Source: an optimization exercise on an open RTL-to-GDS flow (aim: small area, a short achievable clock period and few clock cycles). Production flows keep margins and buffers that such runs may drop. At most, simulation tests tie the RTL to the original design; equivalence was not proved. Power and IR drop assume default switching activity.

Design DATAPATH, start of the top module:
module DATAPATH(Product, done, clk, multiplicand, multiplier, start, rst);
For scale: about 830 cells after synthesis, roughly 64 flip-flops, ~70 I/O pins.
export LEC_CHECK = 0
export ABC_AREA = 1
export CAP_MARGIN = 20
export CORE_MARGIN = 2
export CORE_UTILIZATION = 40
export CTS_BUF_LIST = sky130_fd_sc_hd__clkbuf_4 sky130_fd_sc_hd__clkbuf_8
export CTS_CLUSTER_SIZE = 30
export PLACE_DENSITY = 0.75
export SETUP_SLACK_MARGIN = -0.3
export SLEW_MARGIN = 20
export SYNTH_HIERARCHICAL = 1
export SYNTH_MINIMUM_KEEP_SIZE = 0
create_clock -name core_clock -period 4.0 [get_ports {clk}]
standard.sh (not shown) runs the stock make flow with config.mk's settings and CLKGATE_MAP_FILE= SYNTH_SCRIPT=/design/flow/synth_recipe.tcl, a recipe that flattens the netlist after the stock synthesis.
==> flow/flow/run.sh <==
#!/bin/bash
# Standard layout, with plain buffers (instead of delay buffers) on the ports.
set -euo pipefail
export BUFFER_PORTS_ARGS="-buffer_cell sky130_fd_sc_hd__buf_2"
bash standard.sh > standard.log 2>&1
Testbench counts at the start, summed over its fixed seeds: cycles 2,400.
Change:
==> flow/run.sh (new file) <==
#!/bin/bash
# synth_recipe.tcl (not shown) runs the flow's synth.tcl, then flattens the netlist and writes it again
# the make line also repeats each setting of config.mk as NAME=value (left out here)
make -C /OpenROAD-flow-scripts/flow DESIGN_CONFIG=/design/flow/config.mk WORK_HOME=/design/flow/orfs CLKGATE_MAP_FILE= SYNTH_SCRIPT=/design/flow/synth_recipe.tcl finish
- SETUP_SLACK_MARGIN: -0.3 -> 0.1
removed: flow/flow/run.sh
removed: flow/standard.sh
Cell area rose by 11%.
Sequential power barely changes.
Setup slack loses 270 ps.
Combinational power rose by 15%.
Wire length rose by 7.1%.
Clock-buffer cell count does not change.
Change:
==> flow/flow/run.sh (new file) <==
#!/bin/bash
# Standard layout, with plain buffers (instead of delay buffers) on the ports.
set -euo pipefail
export BUFFER_PORTS_ARGS="-buffer_cell sky130_fd_sc_hd__buf_2"
bash standard.sh > standard.log 2>&1
==> flow/standard.sh (new file) <==
#!/bin/bash
# synth_recipe.tcl (not shown) runs the flow's synth.tcl, then flattens the netlist and writes it again
# the make line also repeats each setting of config.mk as NAME=value (left out here)
make -C /OpenROAD-flow-scripts/flow DESIGN_CONFIG=/design/flow/config.mk WORK_HOME=/design/flow/orfs CLKGATE_MAP_FILE= SYNTH_SCRIPT=/design/flow/synth_recipe.tcl "${@:-finish}"
- GPL_ROUTABILITY_DRIVEN: not set -> 0
- PLACE_DENSITY: 0.75 -> not set
- SETUP_SLACK_MARGIN: 0.1 -> not set
removed: flow/run.sh
Flip-flop and latch count does not change; routed wire length shrinks by a few percent; die area is unchanged; hold slack is worse by 370 ps.
Change:
- CORE_UTILIZATION: 40 -> 50
- GPL_ROUTABILITY_DRIVEN: 0 -> not set
What happened:
- The new run ran to the end with no violations
- worst setup slack loses 15 ps
- flip-flop and latch count is unchanged
- area after synthesis stays the same
- critical path depth fell by 1
- power shrinks by 1.1%
- clock-buffer cell count is unchanged
Change:
- CORE_UTILIZATION: 50 -> 30
The changed run produced a clean layout.
Sequential power barely changes.
Wire length came out higher by 0.54%.
Final area went up by about 2.3%.
Synthesized area stays the same.
Via count fell by 0.60%.
Cell count is higher by about 14%.
Total power grows by about 2.4%.

* * *

Starting RTL as in the previous note.
Settings: LEC_CHECK=0, ABC_AREA=1, CAP_MARGIN=20, CORE_MARGIN=2, CORE_UTILIZATION=40, CTS_BUF_LIST=sky130_fd_sc_hd__clkbuf_4 sky130_fd_sc_hd__clkbuf_8, CTS_CLUSTER_SIZE=30, PLACE_DENSITY=0.75, SLEW_MARGIN=20, SYNTH_HIERARCHICAL=1, SYNTH_MINIMUM_KEEP_SIZE=0; clock period 4.0 ns.
==> flow/flow/run.sh <==
#!/bin/bash
# Standard layout, with plain buffers (instead of delay buffers) on the ports.
set -euo pipefail
export BUFFER_PORTS_ARGS="-buffer_cell sky130_fd_sc_hd__buf_2"
bash standard.sh > standard.log 2>&1
The first run completed with no timing, DRC or antenna violations.
Testbench counts at the start, summed over its fixed seeds: cycles 2,400.
==> next run, changes <==
--- a/flow/config.mk
+++ b/flow/config.mk
@@ -9,9 +9,7 @@
 export CAP_MARGIN = 20
 export CORE_MARGIN = 2
-export CORE_UTILIZATION = 40
-export CTS_BUF_LIST = sky130_fd_sc_hd__clkbuf_4 sky130_fd_sc_hd__clkbuf_8
-export CTS_CLUSTER_SIZE = 30
-export PLACE_DENSITY = 0.75
+export CORE_UTILIZATION = 60
 export SLEW_MARGIN = 20
 export SYNTH_HIERARCHICAL = 1
 export SYNTH_MINIMUM_KEEP_SIZE = 0
+export TNS_END_PERCENT = 0
Result: Final area stays flat; die area fell by 33%; global-route usage grows by 10 points; synthesized cell count does not change.
==> next run, changes <==
--- a/flow/config.mk
+++ b/flow/config.mk
@@ -9,7 +9,9 @@
 export CAP_MARGIN = 20
 export CORE_MARGIN = 2
-export CORE_UTILIZATION = 60
+export CORE_UTILIZATION = 40
+export CTS_BUF_LIST = sky130_fd_sc_hd__clkbuf_4 sky130_fd_sc_hd__clkbuf_8
+export CTS_CLUSTER_SIZE = 30
+export PLACE_DENSITY = 0.9
 export SLEW_MARGIN = 20
 export SYNTH_HIERARCHICAL = 1
 export SYNTH_MINIMUM_KEEP_SIZE = 0
-export TNS_END_PERCENT = 0
The changed run passed the timing, DRC and antenna checks. Design area stays flat. Routed wire length grows by 0.99%. Core utilization shrinks by 23 points. Count of clock-buffer cells in the layout shrinks by 2. Flip-flop and latch count does not change. Worst setup slack is better by 0.044 ns. Die area grows by 48%. Fmax grows by 1.2%. Sequential share of layout area stays flat. Clock power shrinks by 22%.
==> next run, changes <==
--- a/flow/config.mk
+++ b/flow/config.mk
@@ -9,8 +9,7 @@
 export CAP_MARGIN = 20
 export CORE_MARGIN = 2
-export CORE_UTILIZATION = 40
+export CORE_UTILIZATION = 60
 export CTS_BUF_LIST = sky130_fd_sc_hd__clkbuf_4 sky130_fd_sc_hd__clkbuf_8
 export CTS_CLUSTER_SIZE = 30
-export PLACE_DENSITY = 0.9
 export SLEW_MARGIN = 20
 export SYNTH_HIERARCHICAL = 1
Outcome: The changed run completed without violations. Total power went down by 2.1%. Die area falls by 33%. Wire length came out lower by 1.8%. Design area fell by 1.1%. Sequential cell count does not change. Worst setup slack is worse by 0.031 ns. Clock power goes down by 8.7%. Cell count drops by 7.9%.

* * *

Another version of the RTL of DATAPATH (not shown whole).
Size: ~1300 cells after synthesis, ~70 I/O pins, ~11000 um^2 of cells after synthesis.
clock: 4.0 ns
lec_check: 0
abc_area: 0
cap_margin: 20
core_margin: 2
core_utilization: 60
slew_margin: 20
synth_hierarchical: 1
synth_minimum_keep_size: 0
Scripts as last shown in full above: flow/flow/run.sh
The baseline completed without violations.
Testbench counts at the start, summed over its fixed seeds: cycles 2,400.
Next try:
Settings changed: ABC_AREA 0 to 1, CORE_UTILIZATION 60 to 70.
What happened:
- The changed run passed the timing, DRC and antenna checks
- design area shrinks by 22%
- first-iteration DRC count shrinks by 37%
- clock power grows by about 0.5%
- global-route usage grows by 2.1 points
- worst setup slack is better by 0.10 ns
- fmax grows by 2.7%
- non-clock buffer count shrinks by 120
Next try:
Settings changed: CORE_UTILIZATION 70 to 60.
Effect: The new run produced a clean layout. Synthesized cell count is unchanged. Critical path depth falls by 1. Sequential power is about the same. First-iteration DRC count goes down slightly. Setup slack improves by 0.0096 ns. Global-route usage went down by 5.9 points. Cell area came out lower slightly.
Next try:
Settings changed: SETUP_SLACK_MARGIN from default to 0.3.
What happened: The new run completed without violations. Sequential power stays flat. Design area is higher by a few percent. Sequential share of layout area is lower by 0.78 points.

* * *

Another version of the RTL of DATAPATH (not shown whole).
Size: about 810 cells after synthesis, ~59 flip-flops, about 70 I/O pins, ~8400 um2 of cells after synthesis.
Settings: LEC_CHECK=0, ABC_AREA=1, CAP_MARGIN=20, CORE_MARGIN=2, CORE_UTILIZATION=40, CTS_BUF_LIST=sky130_fd_sc_hd__clkbuf_4 sky130_fd_sc_hd__clkbuf_8, CTS_CLUSTER_SIZE=30, PLACE_DENSITY=0.75, SLEW_MARGIN=20, SYNTH_HIERARCHICAL=1, SYNTH_MINIMUM_KEEP_SIZE=0; clock period 4.0 ns.
Scripts as last shown in full above: flow/flow/run.sh
Rerun with:
CORE_UTILIZATION = 60   (was 40)
PLACE_DENSITY = default   (was 0.75)
After rerunning: The new run completed without violations. Worst setup slack got worse by 3.6 ps. Routed wire length rose by about 3%. First-iteration DRC count fell by 10%. Maximum frequency hardly moves. Clock-buffer cell count rose by 1. Via count fell by 0.47%. Power fell by about 1%.
Rerun with:
--- a/flow/flow/run.sh
+++ b/flow/flow/run.sh
@@ -4,2 +4,3 @@
 export BUFFER_PORTS_ARGS="-buffer_cell sky130_fd_sc_hd__buf_2"
+export RECOVER_POWER=100
 bash standard.sh > standard.log 2>&1
The changed run finished with max-capacitance violations, max-slew violations left.
Non-clock buffer count is unchanged.
Power shrinks slightly.
Design area shrinks slightly.
Rerun with:
--- a/flow/flow/run.sh
+++ b/flow/flow/run.sh
@@ -4,3 +4,3 @@
 export BUFFER_PORTS_ARGS="-buffer_cell sky130_fd_sc_hd__buf_2"
-export RECOVER_POWER=100
+export MATCH_CELL_FOOTPRINT=0
 bash standard.sh > standard.log 2>&1
What happened: With this change the flow produced a clean layout. Routed wire length stays flat. Core utilization is higher by 0.48 points. Final area went up by about 0.7%. Global-route usage stays the same. Worst setup slack got worse by 7.1 ps. Non-clock buffer count is unchanged. Cell count stays the same. First-iteration DRC count climbs by 5.5%. Clock power hardly moves. Combinational power rises by about 3%. Clock-buffer cell count stays the same.
No run of this note included a check of the RTL's function; only the layout flow was run.

* * *

## quartz
DATAPATH with an RTL version that a note above also has.
Size in the first run: ~830 cells after synthesis, about 64 flip-flops, roughly 8600 um^2 of cells after synthesis.
clock: 4.0 ns
lec_check: 0
abc_area: 1
cap_margin: 0
core_margin: 2
core_utilization: 60
slew_margin: 0
synth_hierarchical: 1
synth_minimum_keep_size: 0
==> flow/flow/run.sh <==
#!/bin/bash
# Standard layout, with plain buffers (instead of delay buffers) on the ports.
set -euo pipefail
export BUFFER_PORTS_ARGS="-buffer_cell sky130_fd_sc_hd__buf_2"
bash standard.sh > standard.log 2>&1
Testbench counts of quartz, summed over its fixed seeds: cycles 2,400.
Edits applied to the flow inputs when going from quartz to fjord:
Settings: SLEW_MARGIN: 0 -> 20; CAP_MARGIN: 0 -> 20; CTS_BUF_LIST: unset -> sky130_fd_sc_hd__clkbuf_4 sky130_fd_sc_hd__clkbuf_8; CTS_CLUSTER_SIZE: unset -> 30.
==> flow/run.sh (new file) <==
#!/bin/bash
# synth_recipe.tcl (not shown) runs the flow's synth.tcl, then flattens the netlist and writes it again
# the make line also repeats each setting of config.mk as NAME=value (left out here)
make -C /OpenROAD-flow-scripts/flow DESIGN_CONFIG=/design/flow/config.mk WORK_HOME=/design/flow/orfs CLKGATE_MAP_FILE= SYNTH_SCRIPT=/design/flow/synth_recipe.tcl finish
removed: flow/flow/run.sh
removed: flow/standard.sh
==> comparison <==
fjord: no failed stages, no open violations at the end
quartz | stages: all done | timing, DRC, antenna: all pass
Clock share of power: fjord lower than quartz
Comparing fjord and quartz, the higher final design utilization was measured on fjord.
STATUS final period demand of the worst path: fjord loses against quartz
fjord: fmax is 4.2% lower than what quartz reported.
Changes observed in fjord relative to quartz: inverter count of the layout excluding clock inverters comparable, largest net degree at the start of global routing down 6.7%.
In fjord, the worst setup slack after layout came out 0.16 ns below the value in quartz.
Summary — worst setup timing slack at the placement stage, fjord relative to quartz: lower, by 0.20 ns.

* * *

== build 54 ==
Starting RTL as in the previous note.
Settings: LEC_CHECK=0, ABC_AREA=1, CAP_MARGIN=20, CORE_MARGIN=2, CORE_UTILIZATION=60, SLEW_MARGIN=20, SYNTH_HIERARCHICAL=1, SYNTH_MINIMUM_KEEP_SIZE=0; clock period 4.0 ns.
==> flow/flow/run.sh <==
#!/bin/bash
# Standard layout, with plain buffers (instead of delay buffers) on the ports.
set -euo pipefail
export BUFFER_PORTS_ARGS="-buffer_cell sky130_fd_sc_hd__buf_2"
bash standard.sh > standard.log 2>&1
Build 54 has completed all stages; timing, DRC and antenna checks passed.
Testbench counts of build 54, summed over its fixed seeds: cycles 2,400.
#### Input delta (build 67 over build 54)
- putting CTS_CLUSTER_SIZE at 30 where nothing was set
- putting CTS_BUF_LIST at sky130_fd_sc_hd__clkbuf_4 sky130_fd_sc_hd__clkbuf_8 where nothing was set
- swapping 60 for 40 in CORE_UTILIZATION
Notes after the runs:
Delta (build 67 minus build 54): overall power of the completed layout shrank by 2.3%, area added between synthesis and finish grew by 0.96 points. What build 67 reported for largest net degree at the start of global routing has to be multiplied by 1.18 to get the figure for build 54. Delta (build 67 minus build 54): die boundary height rose 22%, worst setup slack rose 0.13 ns, overall fraction of global-route tracks in use fell 9.3 points, power attributed to the clock group fell 14%, wire length about even. End-of-flow core utilization: higher on build 54. Build 67 ends up with higher combinational fraction of design power than build 54 does.
Inputs modified between build 67 and build 84:
- PLACE_DENSITY newly set to 0.45
==> comparison <==
In the flow results for build 67 and build 84, the achievable frequency is larger on build 67.
The non-clock buffer count of build 84 is higher than that of build 67.
When the final numbers for build 67 and build 84 were put side by side, the worst hold slack turned out to be smaller in build 84.
Changes in build 15 relative to build 84:
- PLACE_DENSITY now 0.7, was 0.45
--- outcome ---
Estimated wirelength of the detail-placed design (lower): build 15
Taking build 15 as 1.0, build 84 lands at 1.09 on wire length of the first global-routing pass.
Looking at signed area change from the synthesized netlist to the final layout, build 15 sits 2.2 points lower than build 84 does.
Switching power of the nets is lower on build 84
Lower total routing resource utilization after global routing was reported by build 15, not build 84.
| number of fillers in the final layout | build 84 vs build 15 | ≈ equal |
Looking at data arrival time of the worst path across build 84 and build 15, the one that comes out lower is build 15.
Category of the critical setup timing path = primary input to flop: build 84; category of the critical setup timing path = flop to primary output: build 15
Final cell area: build 15 below build 84

* * *

DATAPATH again, from the RTL that the note above started with.
Settings: LEC_CHECK=0, ABC_AREA=1, CAP_MARGIN=20, CORE_MARGIN=2, CORE_UTILIZATION=40, CTS_BUF_LIST=sky130_fd_sc_hd__clkbuf_4 sky130_fd_sc_hd__clkbuf_8, CTS_CLUSTER_SIZE=30, PLACE_DENSITY=0.75, SETUP_SLACK_MARGIN=0.5, SLEW_MARGIN=20, SYNTH_HIERARCHICAL=1, SYNTH_MINIMUM_KEEP_SIZE=0; clock period 4.0 ns.
Scripts as last shown in full above: flow/flow/run.sh
Testbench counts at the start, summed over its fixed seeds: cycles 2,400.
Edit:
Settings changed: CORE_ASPECT_RATIO from default to 0.5, SETUP_SLACK_MARGIN 0.5 to default.
=>
- wire length goes down by 7.8%
- flip-flop and latch count does not change
- non-clock buffer count goes down by 16
- die area goes up by 0.32%
- power goes down by 8.3%
- critical path depth is unchanged
- via count goes down by 1.4%
- synthesized cell count is unchanged

* * *

Starting RTL as in the previous note.
==> flow/config.mk <==
export PLATFORM = sky130hd
export DESIGN_NAME = DATAPATH
export DESIGN_NICKNAME = DATAPATH
export VERILOG_FILES = /design/flow/design.v
export SDC_FILE = /design/flow/constraint.sdc
export NUM_CORES = 4
export LEC_CHECK = 0
export ABC_AREA = 1
export CAP_MARGIN = 20
export CORE_MARGIN = 2
export CORE_UTILIZATION = 40
export CTS_BUF_LIST = sky130_fd_sc_hd__clkbuf_4 sky130_fd_sc_hd__clkbuf_8
export CTS_CLUSTER_DIAMETER = 60
export CTS_CLUSTER_SIZE = 50
export PLACE_DENSITY = 0.75
export SLEW_MARGIN = 20
export SYNTH_HIERARCHICAL = 1
export SYNTH_MINIMUM_KEEP_SIZE = 0
==> flow/constraint.sdc <==
create_clock -name core_clock -period 4.0 [get_ports {clk}]
set_input_delay 0.8000 -clock core_clock [delete_from_list [all_inputs] [get_ports {clk}]]
set_output_delay 0.8000 -clock core_clock [all_outputs]
set_load 0.01 [all_outputs]
Scripts as last shown in full above: flow/flow/run.sh
The first run finished clean.
Testbench counts at the start, summed over its fixed seeds: cycles 2,400.
==> next run, changes <==
--- a/flow/flow/run.sh
+++ b/flow/flow/run.sh
@@ -4 +4 @@
-export BUFFER_PORTS_ARGS="-buffer_cell sky130_fd_sc_hd__buf_2"
+export BUFFER_PORTS_ARGS="-buffer_cell sky130_fd_sc_hd__buf_4"
Settings changed: CTS_CLUSTER_DIAMETER 60 to default, CTS_CLUSTER_SIZE 50 to 30.
After rerunning: The new run passed the timing, DRC and antenna checks; first-iteration DRC count shrinks by 9.2%; total power went up by 4.6%; global-route usage goes down by 0.25 points; synthesized area does not change; worst hold slack gains 5.2 ps; core utilization climbs by 0.52 points; sequential cell count is unchanged; routed wire length came out lower by 0.86%; synthesized cell count is unchanged; final area rises by 1.2%.
==> next run, changes <==
--- a/flow/flow/run.sh
+++ b/flow/flow/run.sh
@@ -4 +4 @@
-export BUFFER_PORTS_ARGS="-buffer_cell sky130_fd_sc_hd__buf_4"
+export BUFFER_PORTS_ARGS="-buffer_cell sky130_fd_sc_hd__buf_2"
Settings changed: CORE_UTILIZATION 40 to 60.
The new run finished clean; maximum frequency went down by 2.4%; power decreases by 3.4%; wire length goes up by 7.4%; global-route usage came out higher by 11 points; synthesized cell count does not change; cell area went down by 1.2%; critical path depth is unchanged; non-clock buffer count rose by 3; first-iteration DRC count decreases by 8.2%.
==> next run, changes <==
--- a/flow/flow/run.sh
+++ b/flow/flow/run.sh
@@ -4 +4 @@
-export BUFFER_PORTS_ARGS="-buffer_cell sky130_fd_sc_hd__buf_2"
+export BUFFER_PORTS_ARGS="-buffer_cell sky130_fd_sc_hd__buf_1"
Settings changed: CORE_UTILIZATION 60 to 40.
- non-clock buffer count rises by 10
- clock power rises by 6.5%
- power falls by 1.2%
- core utilization falls by 22 points
- wire length falls by 4.7%
- worst setup slack is better by 14 ps
- design area rises by 0.56%
- global-route usage falls by 10 points

## separate check: timing with driven ports
No port has a modelled driver above. Below, the same layouts with a new extraction and two added sets of constraints. Step 1, drivers: a clkbuf_16 drives clk and a buf_2 each remaining input, both assumed. Step 2 also shifts input and output timing later by t, the mid clock arrival at the registers, as if the neighbouring blocks saw the same clock. Slacks: ideal / step 1 / step 2; pairs: ideal / step 1.
run	t (ns)	setup WS [ns]	cell pins on the clock port's net
the first run of note 1	0.410	0.373 / 0.346 / -0.018	1
the second run of note 1	0.408	0.103 / 0.120 / -0.288	1
the third run of note 1	0.405	0.346 / 0.307 / -0.003	1
the fourth run of note 1	0.398	0.331 / 0.292 / -0.013	1
the fifth run of note 1	0.408	0.359 / 0.338 / -0.036	1
the first run of note 2	0.410	0.373 / 0.346 / -0.018	1
the second run of note 2	0.381	0.219 / 0.243 / -0.138	1
the third run of note 2	0.414	0.262 / 0.262 / -0.152	1
the fourth run of note 2	0.407	0.231 / 0.226 / -0.158	1
the first run of note 3	0.355	0.089 / 0.086 / -0.269	1
the second run of note 3	0.381	0.191 / 0.210 / -0.171	1
the third run of note 3	0.382	0.201 / 0.223 / -0.159	1
the fourth run of note 3	0.385	0.306 / 0.313 / -0.072	1
the first run of note 4	0.394	0.159 / 0.172 / -0.222	1
the second run of note 4	0.415	0.155 / 0.130 / -0.286	1
the third run of note 4	0.414	0.162 / 0.136 / -0.278	1
the fourth run of note 4	0.415	0.155 / 0.130 / -0.286	1
quartz	0.381	0.219 / 0.243 / -0.138	1
fjord	0.398	0.055 / 0.069 / -0.329	1
build 54	0.381	0.219 / 0.243 / -0.138	1
build 67	0.405	0.346 / 0.307 / -0.003	1
build 84	0.414	0.092 / 0.104 / -0.310	1
build 15	0.407	0.326 / 0.291 / -0.050	1
the first run of note 7	0.411	0.503 / 0.503 / 0.092	1
the second run of note 7	0.406	0.311 / 0.303 / -0.079	1
the first run of note 8	0.410	0.373 / 0.346 / -0.018	1
the second run of note 8	0.402	0.357 / 0.372 / -0.030	1
the third run of note 8	0.406	0.267 / 0.253 / -0.127	1
the fourth run of note 8	0.404	0.281 / 0.296 / -0.109	1
